Background: an optimization exercise with open tools, aiming at small area, a short achievable clock period and few clock cycles. Do not read the settings as production practice. Where RTL was checked, it was by simulation tests only, not by an equivalence proof against the original. Power and IR drop assume default switching activity.

==> module mips_multi, before the edit <==
module mips_multi(
	input clk, rst,
	output [29:0] mem_addr,
	output mem_we,
	output [31:0] mem_wdata,
	input [31:0] mem_rdata
    );
	reg  [29:0] fpc;             
	reg         d_v;             
	reg  [31:0] d_ir;            
	reg         e_wr;            
	reg         e_lwwr;          
	reg         e_sw, e_beq;     
	reg         e_sub, e_add, e_and, e_or, e_nor, e_slt;
	reg         e_mem;           
	reg  [31:0] e_a, e_b;
	reg  [15:0] e_imm;
	reg  [4:0]  e_rd;
	reg  [29:0] e_bt;            
	reg         e_bi0, e_bi1;    
	reg         m_v, m_sw;       
	reg  [29:0] m_addr;
	reg         x_ld, x_we;      
	reg  [4:0]  x_rd;
	reg  [31:0] w_d;             
	reg  [31:0] rf [1:31];       
	reg  [31:1] rv;              
	wire        wr_en = x_ld | x_we;
	wire [31:0] wr_d  = x_ld ? mem_rdata : w_d;
	always @(posedge clk)
		if (wr_en) rf[x_rd] <= wr_d;
	always @(posedge clk or posedge rst)
		if (rst) rv <= 31'b0;
		else if (wr_en) rv[x_rd] <= 1'b1;
	wire [5:0] op  = d_ir[31:26];
	wire [4:0] rs  = d_ir[25:21];
	wire [4:0] rt  = d_ir[20:16];
	wire [4:0] rd  = d_ir[15:11];
	wire [5:0] fn  = d_ir[5:0];
	wire d_r   = (op == 6'h00);
	wire d_lw  = (op == 6'h23);
	wire d_sw  = (op == 6'h2B);
	wire d_beq = (op == 6'h04);
	wire d_ub  = d_beq & (rs == rt);         
	wire f_sub = d_r & (fn == 6'h22);
	wire f_and = d_r & (fn == 6'h24);
	wire f_or  = d_r & (fn == 6'h25);
	wire f_nor = d_r & (fn == 6'h27);
	wire f_slt = d_r & (fn == 6'h2A);
	wire [4:0] d_dst = d_r ? rd : rt;
	wire d_use_rt = d_r | d_sw | d_beq;
	wire [29:0] d_bt = fpc + {{14{d_ir[15]}}, d_ir[15:0]};
	wire d_bi0 = (d_ir[15:0] == 16'd0);
	wire d_bi1 = (d_ir[15:0] == 16'd1);
	wire [31:0] opb = e_mem ? {{16{e_imm[15]}}, e_imm} : e_b;
	wire [32:0] sum = {1'b0, e_a} + {1'b0, opb ^ {32{e_sub}}} + {32'b0, e_sub};
	wire [31:0] alu = ({32{e_add}} & sum[31:0])
	                | ({32{e_and}} & (e_a & e_b))
	                | ({32{e_or}}  & (e_a | e_b))
	                | ({32{e_nor}} & ~(e_a | e_b))
	                | {31'b0, e_slt & ~sum[32]};
	wire taken  = e_beq & (e_a == e_b);
	wire kill_d = taken & ~e_bi0;             
	wire e_redir = kill_d & ~(e_bi1 & d_v);   
	wire stall = d_v & e_lwwr & ~d_ub &
	             ((e_rd == rs) | (d_use_rt & (e_rd == rt)));
	wire d_redir = d_v & d_ub & ~d_bi0 & ~kill_d;
	wire fetch   = ~m_v & ~(d_v & stall);
	wire squash  = e_redir | d_redir;
	wire [29:0] fpc1 = fpc + 30'd1;
	wire f_j = (mem_rdata[31:26] == 6'h02);
	wire d_go = d_v & ~stall & ~kill_d & ~d_ub;    
	reg  [31:0] rf_a, rf_b;
	integer i;
	always @* begin
		rf_a = 32'b0;
		rf_b = 32'b0;
		for (i = 1; i < 32; i = i + 1) begin
			rf_a = rf_a | ({32{rv[i] & (rs == i)}} & rf[i]);
			rf_b = rf_b | ({32{rv[i] & (rt == i)}} & rf[i]);
		end
	end
	wire [31:0] va = (e_wr & (e_rd == rs)) ? alu :
	                 (wr_en & (x_rd == rs)) ? wr_d : rf_a;
	wire [31:0] vb = (e_wr & (e_rd == rt)) ? alu :
	                 (wr_en & (x_rd == rt)) ? wr_d : rf_b;
	assign mem_addr  = m_v ? m_addr : fpc;
	assign mem_we    = m_sw;
	assign mem_wdata = w_d;
	always @(posedge clk or posedge rst) begin
		if (rst) begin
			fpc <= 30'b0;
			d_v <= 1'b0;
			e_wr <= 1'b0; e_lwwr <= 1'b0; e_sw <= 1'b0; e_beq <= 1'b0;
			m_v <= 1'b0; m_sw <= 1'b0;
			x_ld <= 1'b0; x_we <= 1'b0;
		end else begin
			if (e_redir)       fpc <= e_bt;
			else if (d_redir)  fpc <= d_bt;
			else if (fetch)    fpc <= f_j ? {fpc1[29:26], mem_rdata[25:0]} : fpc1;
			if (!(d_v & stall & ~kill_d))
				d_v <= fetch & ~squash & ~f_j;
			e_wr   <= d_go & d_r & (rd != 5'd0);
			e_lwwr <= d_go & d_lw & (rt != 5'd0);
			e_sw   <= d_go & d_sw;
			e_beq  <= d_go & d_beq;
			m_v  <= e_lwwr | e_sw;
			m_sw <= e_sw;
			x_ld <= e_lwwr;
			x_we <= e_wr;
		end
	end
	always @(posedge clk) begin
		if (!(d_v & stall)) d_ir <= mem_rdata;
		e_a   <= va;
		e_b   <= vb;
		e_imm <= d_ir[15:0];
		e_rd  <= d_dst;
		e_bt  <= d_bt;
		e_bi0 <= d_bi0;
		e_bi1 <= d_bi1;
		e_mem <= d_lw | d_sw;
		e_sub <= f_sub | f_slt;
		e_add <= ~(f_and | f_or | f_nor | f_slt);
		e_and <= f_and;
		e_or  <= f_or;
		e_nor <= f_nor;
		e_slt <= f_slt;
		m_addr <= alu[31:2];
		x_rd  <= e_rd;
		w_d   <= e_sw ? e_b : alu;
	end
endmodule
clock: 8.5 ns
lec_check: 0
cap_margin: 20
core_margin: 2
core_utilization: 40
slew_margin: 20
run.sh (not shown) runs the stock make flow with config.mk's settings and CLKGATE_MAP_FILE= SYNTH_SCRIPT=/design/flow/synth_recipe.tcl, a recipe that flattens the netlist after the stock synthesis.
==> next run, changes <==
--- a/flow/design.v
+++ b/flow/design.v
@@ -31,6 +31,7 @@
 	reg  [31:0] w_d;             
 	reg  [31:0] rf [1:31];       
 	reg  [31:1] rv;              
+	wire [31:0] rvz = {rv, 1'b0};
 	wire        wr_en = x_ld | x_we;
 	wire [31:0] wr_d  = x_ld ? mem_rdata : w_d;
 	always @(posedge clk)
@@ -76,16 +77,8 @@
 	wire [29:0] fpc1 = fpc + 30'd1;
 	wire f_j = (mem_rdata[31:26] == 6'h02);
 	wire d_go = d_v & ~stall & ~kill_d & ~d_ub;    
-	reg  [31:0] rf_a, rf_b;
-	integer i;
-	always @* begin
-		rf_a = 32'b0;
-		rf_b = 32'b0;
-		for (i = 1; i < 32; i = i + 1) begin
-			rf_a = rf_a | ({32{rv[i] & (rs == i)}} & rf[i]);
-			rf_b = rf_b | ({32{rv[i] & (rt == i)}} & rf[i]);
-		end
-	end
+	wire [31:0] rf_a = rvz[rs] ? rf[rs] : 32'b0;
+	wire [31:0] rf_b = rvz[rt] ? rf[rt] : 32'b0;
 	wire [31:0] va = (e_wr & (e_rd == rs)) ? alu :
 	                 (wr_en & (x_rd == rs)) ? wr_d : rf_a;
 	wire [31:0] vb = (e_wr & (e_rd == rt)) ? alu :
After rerunning: Cell count went down by a few percent. Total power went up by a few percent. Final area went up by a little under a tenth. Die area went up by roughly a tenth. Non-clock buffer count went down by 48.
Testbench counts after the change, summed over its fixed seeds: cycles 61,336.
The RTL of the first run of this note was laid out without a check of its function.

========
mips_multi, a different RTL version from the one above (not shown whole).
For scale: about 4700 cells after synthesis, about 1400 flip-flops.
// mips_multi
module mips_multi(
	input clk, rst,
	output [29:0] mem_addr,
	output mem_we,
	output [31:0] mem_wdata,
	input [31:0] mem_rdata
    );
==> module mips_multi, before the edit <==
module mips_multi(
	input clk, rst,
	output [29:0] mem_addr,
	output mem_we,
	output [31:0] mem_wdata,
	input [31:0] mem_rdata
    );
	reg  [29:0] fpc;             
	reg         d_v;             
	reg  [31:0] d_ir;            
	reg  [31:1] d_sa, d_sb;      
	reg         e_wr;            
	reg         e_lwwr;          
	reg         e_sw, e_beq;     
	reg         e_sub, e_add, e_and, e_or, e_nor, e_slt;
	reg  [31:0] e_a, e_b;
	reg  [31:0] e_sd;            
	reg  [4:0]  e_rd;
	reg  [29:0] e_bt;            
	reg         e_bi0, e_bi1;    
	reg         m_v, m_sw;       
	reg  [29:0] ar;              
	reg         x_ld, x_we;      
	reg  [4:0]  x_rd;
	reg  [31:0] w_d;             
	reg  [31:0] rf [1:31];       
	reg  [31:1] rv;              
	wire        wr_en = x_ld | x_we;
	wire [31:0] wr_d  = x_ld ? mem_rdata : w_d;
	genvar g;
	generate
		for (g = 1; g < 32; g = g + 1) begin : regs
			wire we = wr_en & (x_rd == g);
			always @(posedge clk)
				if (we) rf[g] <= wr_d;
			always @(posedge clk or posedge rst)
				if (rst) rv[g] <= 1'b0;
				else if (we) rv[g] <= 1'b1;
		end
	endgenerate
	wire [5:0] op  = d_ir[31:26];
	wire [4:0] rs  = d_ir[25:21];
	wire [4:0] rt  = d_ir[20:16];
	wire [4:0] rd  = d_ir[15:11];
	wire [5:0] fn  = d_ir[5:0];
	wire d_r   = (op == 6'h00);
	wire d_lw  = (op == 6'h23);
	wire d_sw  = (op == 6'h2B);
	wire d_beq = (op == 6'h04);
	wire d_ub  = d_beq & (rs == rt);         
	wire f_sub = d_r & (fn == 6'h22);
	wire f_and = d_r & (fn == 6'h24);
	wire f_or  = d_r & (fn == 6'h25);
	wire f_nor = d_r & (fn == 6'h27);
	wire f_slt = d_r & (fn == 6'h2A);
	wire [4:0] d_dst = d_r ? rd : rt;
	wire d_use_rt = d_r | d_sw | d_beq;
	wire [29:0] d_bt = fpc + {{14{d_ir[15]}}, d_ir[15:0]};
	wire d_bi0 = (d_ir[15:0] == 16'd0);
	wire d_bi1 = (d_ir[15:0] == 16'd1);
	wire [31:0] bx = e_b;
	wire [31:0] p0 = e_a ^ bx;
	wire [31:0] gk [0:5];
	wire [31:0] pk [0:5];
	assign gk[0] = (e_a & bx) | {31'b0, p0[0] & e_sub};
	assign pk[0] = p0;
	genvar l, k;
	generate
		for (l = 0; l < 5; l = l + 1) begin : pfx
			for (k = 0; k < 32; k = k + 1) begin : bt
				if (k >= (1 << l)) begin : m
					assign gk[l+1][k] = gk[l][k] | (pk[l][k] & gk[l][k - (1 << l)]);
					assign pk[l+1][k] = pk[l][k] & pk[l][k - (1 << l)];
				end else begin : c
					assign gk[l+1][k] = gk[l][k];
					assign pk[l+1][k] = pk[l][k];
				end
			end
		end
	endgenerate
	wire [32:0] sum = {gk[5][31], p0 ^ {gk[5][30:0], e_sub}};
	wire [31:0] alu = ({32{e_add}} & sum[31:0])
	                | ({32{e_and}} & (e_a & e_b))
	                | ({32{e_or}}  & (e_a | e_b))
	                | ({32{e_nor}} & ~(e_a | e_b))
	                | {31'b0, e_slt & ~sum[32]};
	wire taken  = e_beq & (e_a == e_b);
	wire kill_d = taken & ~e_bi0;             
	wire e_redir = kill_d & ~(e_bi1 & d_v);   
	wire stall = d_v & e_lwwr & ~d_ub &
	             ((e_rd == rs) | (d_use_rt & (e_rd == rt)));
	wire d_redir = d_v & d_ub & ~d_bi0 & ~kill_d;
	wire fetch   = ~m_v & ~(d_v & stall);
	wire squash  = e_redir | d_redir;
	wire [29:0] fpc1 = fpc + 30'd1;
	wire f_j = (mem_rdata[31:26] == 6'h02);
	wire [29:0] fpc_n = e_redir ? e_bt :
	                    d_redir ? d_bt :
	                    ~fetch  ? fpc :
	                    f_j     ? {fpc1[29:26], mem_rdata[25:0]} : fpc1;
	wire d_go = d_v & ~stall & ~kill_d & ~d_ub;    
	reg  [31:0] rf_a, rf_b;
	integer i;
	always @* begin
		rf_a = 32'b0;
		rf_b = 32'b0;
		for (i = 1; i < 32; i = i + 1) begin
			rf_a = rf_a | ({32{rv[i] & d_sa[i]}} & rf[i]);
			rf_b = rf_b | ({32{rv[i] & d_sb[i]}} & rf[i]);
		end
	end
	wire [31:0] va = (e_wr & (e_rd == rs)) ? alu :
	                 (wr_en & (x_rd == rs)) ? wr_d : rf_a;
	wire [31:0] vb = (e_wr & (e_rd == rt)) ? alu :
	                 (wr_en & (x_rd == rt)) ? wr_d : rf_b;
	assign mem_addr  = ar;
	assign mem_we    = m_sw;
	assign mem_wdata = w_d;
	always @(posedge clk or posedge rst) begin
		if (rst) begin
			fpc <= 30'b0;
			ar <= 30'b0;
			d_v <= 1'b0;
			e_wr <= 1'b0; e_lwwr <= 1'b0; e_sw <= 1'b0; e_beq <= 1'b0;
			m_v <= 1'b0; m_sw <= 1'b0;
			x_ld <= 1'b0; x_we <= 1'b0;
		end else begin
			fpc <= fpc_n;
			ar  <= (e_lwwr | e_sw) ? sum[31:2] : fpc_n;
			if (!(d_v & stall & ~kill_d))
				d_v <= fetch & ~squash & ~f_j;
			e_wr   <= d_go & d_r & (rd != 5'd0);
			e_lwwr <= d_go & d_lw & (rt != 5'd0);
			e_sw   <= d_go & d_sw;
			e_beq  <= d_go & d_beq;
			m_v  <= e_lwwr | e_sw;
			m_sw <= e_sw;
			x_ld <= e_lwwr;
			x_we <= e_wr;
		end
	end
	always @(posedge clk) begin
		if (!(d_v & stall)) begin
			d_ir <= mem_rdata;
			for (i = 1; i < 32; i = i + 1) begin
				d_sa[i] <= (mem_rdata[25:21] == i);
				d_sb[i] <= (mem_rdata[20:16] == i);
			end
		end
		e_a   <= va;
		e_b   <= ((d_lw | d_sw) ? {{16{d_ir[15]}}, d_ir[15:0]} : vb) ^ {32{f_sub | f_slt}};
		e_sd  <= vb;
		e_rd  <= d_dst;
		e_bt  <= d_bt;
		e_bi0 <= d_bi0;
		e_bi1 <= d_bi1;
		e_sub <= f_sub | f_slt;
		e_add <= ~(f_and | f_or | f_nor | f_slt);
		e_and <= f_and;
		e_or  <= f_or;
		e_nor <= f_nor;
		e_slt <= f_slt;
		x_rd  <= e_rd;
		w_d   <= e_sw ? e_sd : alu;
	end
endmodule
clock: 8.5 ns
lec_check: 0
cap_margin: 20
core_margin: 2
core_utilization: 50
cts_cluster_diameter: 80
cts_cluster_size: 24
slew_margin: 20
tns_end_percent: 100
standard.sh (not shown) runs the stock make flow with config.mk's settings and CLKGATE_MAP_FILE= SYNTH_SCRIPT=/design/flow/synth_recipe.tcl, a recipe that flattens the netlist after the stock synthesis.
==> flow/flow/run.sh <==
#!/bin/bash
set -euo pipefail
bash standard.sh SETUP_SLACK_MARGIN=5.4 finish > standard.log 2>&1
The first run completed with no timing, DRC or antenna violations.
Testbench counts at the start, summed over its fixed seeds: cycles 61,336.
Then changed:
--- a/flow/design.v
+++ b/flow/design.v
@@ -19,11 +19,10 @@
 	reg         e_lwwr;          
 	reg         e_sw, e_beq;     
 	reg         e_sub, e_add, e_and, e_or, e_nor, e_slt;
 	reg  [31:0] e_a, e_b;
-	reg  [31:0] e_sd;            
+	reg  [31:0] e_x;             
 	reg  [4:0]  e_rd;
-	reg  [29:0] e_bt;            
 	reg         e_bi0, e_bi1;    
 	reg         m_v, m_sw;       
 	reg  [29:0] ar;              
 	reg         x_ld, x_we;      
@@ -99,9 +98,9 @@
 	wire fetch   = ~m_v & ~(d_v & stall);
 	wire squash  = e_redir | d_redir;
 	wire [29:0] fpc1 = fpc + 30'd1;
 	wire f_j = (mem_rdata[31:26] == 6'h02);
-	wire [29:0] fpc_n = e_redir ? e_bt :
+	wire [29:0] fpc_n = e_redir ? e_x[29:0] :
 	                    d_redir ? d_bt :
 	                    ~fetch  ? fpc :
 	                    f_j     ? {fpc1[29:26], mem_rdata[25:0]} : fpc1;
 	wire d_go = d_v & ~stall & ~kill_d & ~d_ub;    
@@ -154,11 +153,10 @@
 			end
 		end
 		e_a   <= va;
 		e_b   <= ((d_lw | d_sw) ? {{16{d_ir[15]}}, d_ir[15:0]} : vb) ^ {32{f_sub | f_slt}};
-		e_sd  <= vb;
+		e_x   <= d_sw ? vb : {2'b0, d_bt};
 		e_rd  <= d_dst;
-		e_bt  <= d_bt;
 		e_bi0 <= d_bi0;
 		e_bi1 <= d_bi1;
 		e_sub <= f_sub | f_slt;
 		e_add <= ~(f_and | f_or | f_nor | f_slt);
@@ -166,7 +164,7 @@
 		e_or  <= f_or;
 		e_nor <= f_nor;
 		e_slt <= f_slt;
 		x_rd  <= e_rd;
-		w_d   <= e_sw ? e_sd : alu;
+		w_d   <= e_sw ? e_x : alu;
 	end
 endmodule
Outcome: Worst hold slack gains 16 ps. Core utilization climbs by 1.4 points. Sequential power barely changes. Wire length increases slightly. Design area climbs slightly. Non-clock buffer count rose by 83. Power grows by a few percent. Setup slack got worse by 93 ps. Synthesized area came out lower slightly. Global-route usage is higher by 1.8 points. Via count barely changes.
Testbench counts after the change, summed over its fixed seeds: cycles 61,336.

-- what the ideal ports hide --
The flow's constraints put no driver on any port. The routed layouts listed below were extracted and timed again, unchanged, in two steps.
Step 1 (the two cells are an assumption about what drives the block):
set clk [get_ports {clk}]
set_driving_cell -lib_cell sky130_fd_sc_hd__clkbuf_16 $clk
set_driving_cell -lib_cell sky130_fd_sc_hd__buf_2 [delete_from_list [all_inputs] $clk]
Step 2, shift: input delay + t, output delay - t, t = (earliest + latest rising clock arrival at the registers) / 2. This alone moves slack from input paths to output paths.
Slacks: no drivers / after step 1 / after step 2; pairs: no drivers / after step 1.
run | t, ns | setup slack, ns | hold slack, ns | worst register clock-pin slew, ns | pins driven straight from the clock port
the first run of note 1 | 0.849 | 3.931 / 3.931 / 3.931 | 0.410 / 0.410 / 0.410 | 0.07 / 0.07 | 1
the second run of note 1 | 0.857 | 3.911 / 3.826 / 3.977 | 0.402 / 0.402 / 0.402 | 0.07 / 0.07 | 1
the first run of note 2 | 0.772 | 5.314 / 5.287 / 4.694 | 0.388 / 0.388 / 0.388 | 0.11 / 0.11 | 1
the second run of note 2 | 0.768 | 5.220 / 5.238 / 4.507 | 0.404 / 0.404 / 0.404 | 0.10 / 0.10 | 1
After both steps every run listed still meets setup and hold. For the second run of note 2, which loses most, drivers alone change the setup slack by +0.018 ns; drivers and shift together by -0.713 ns.
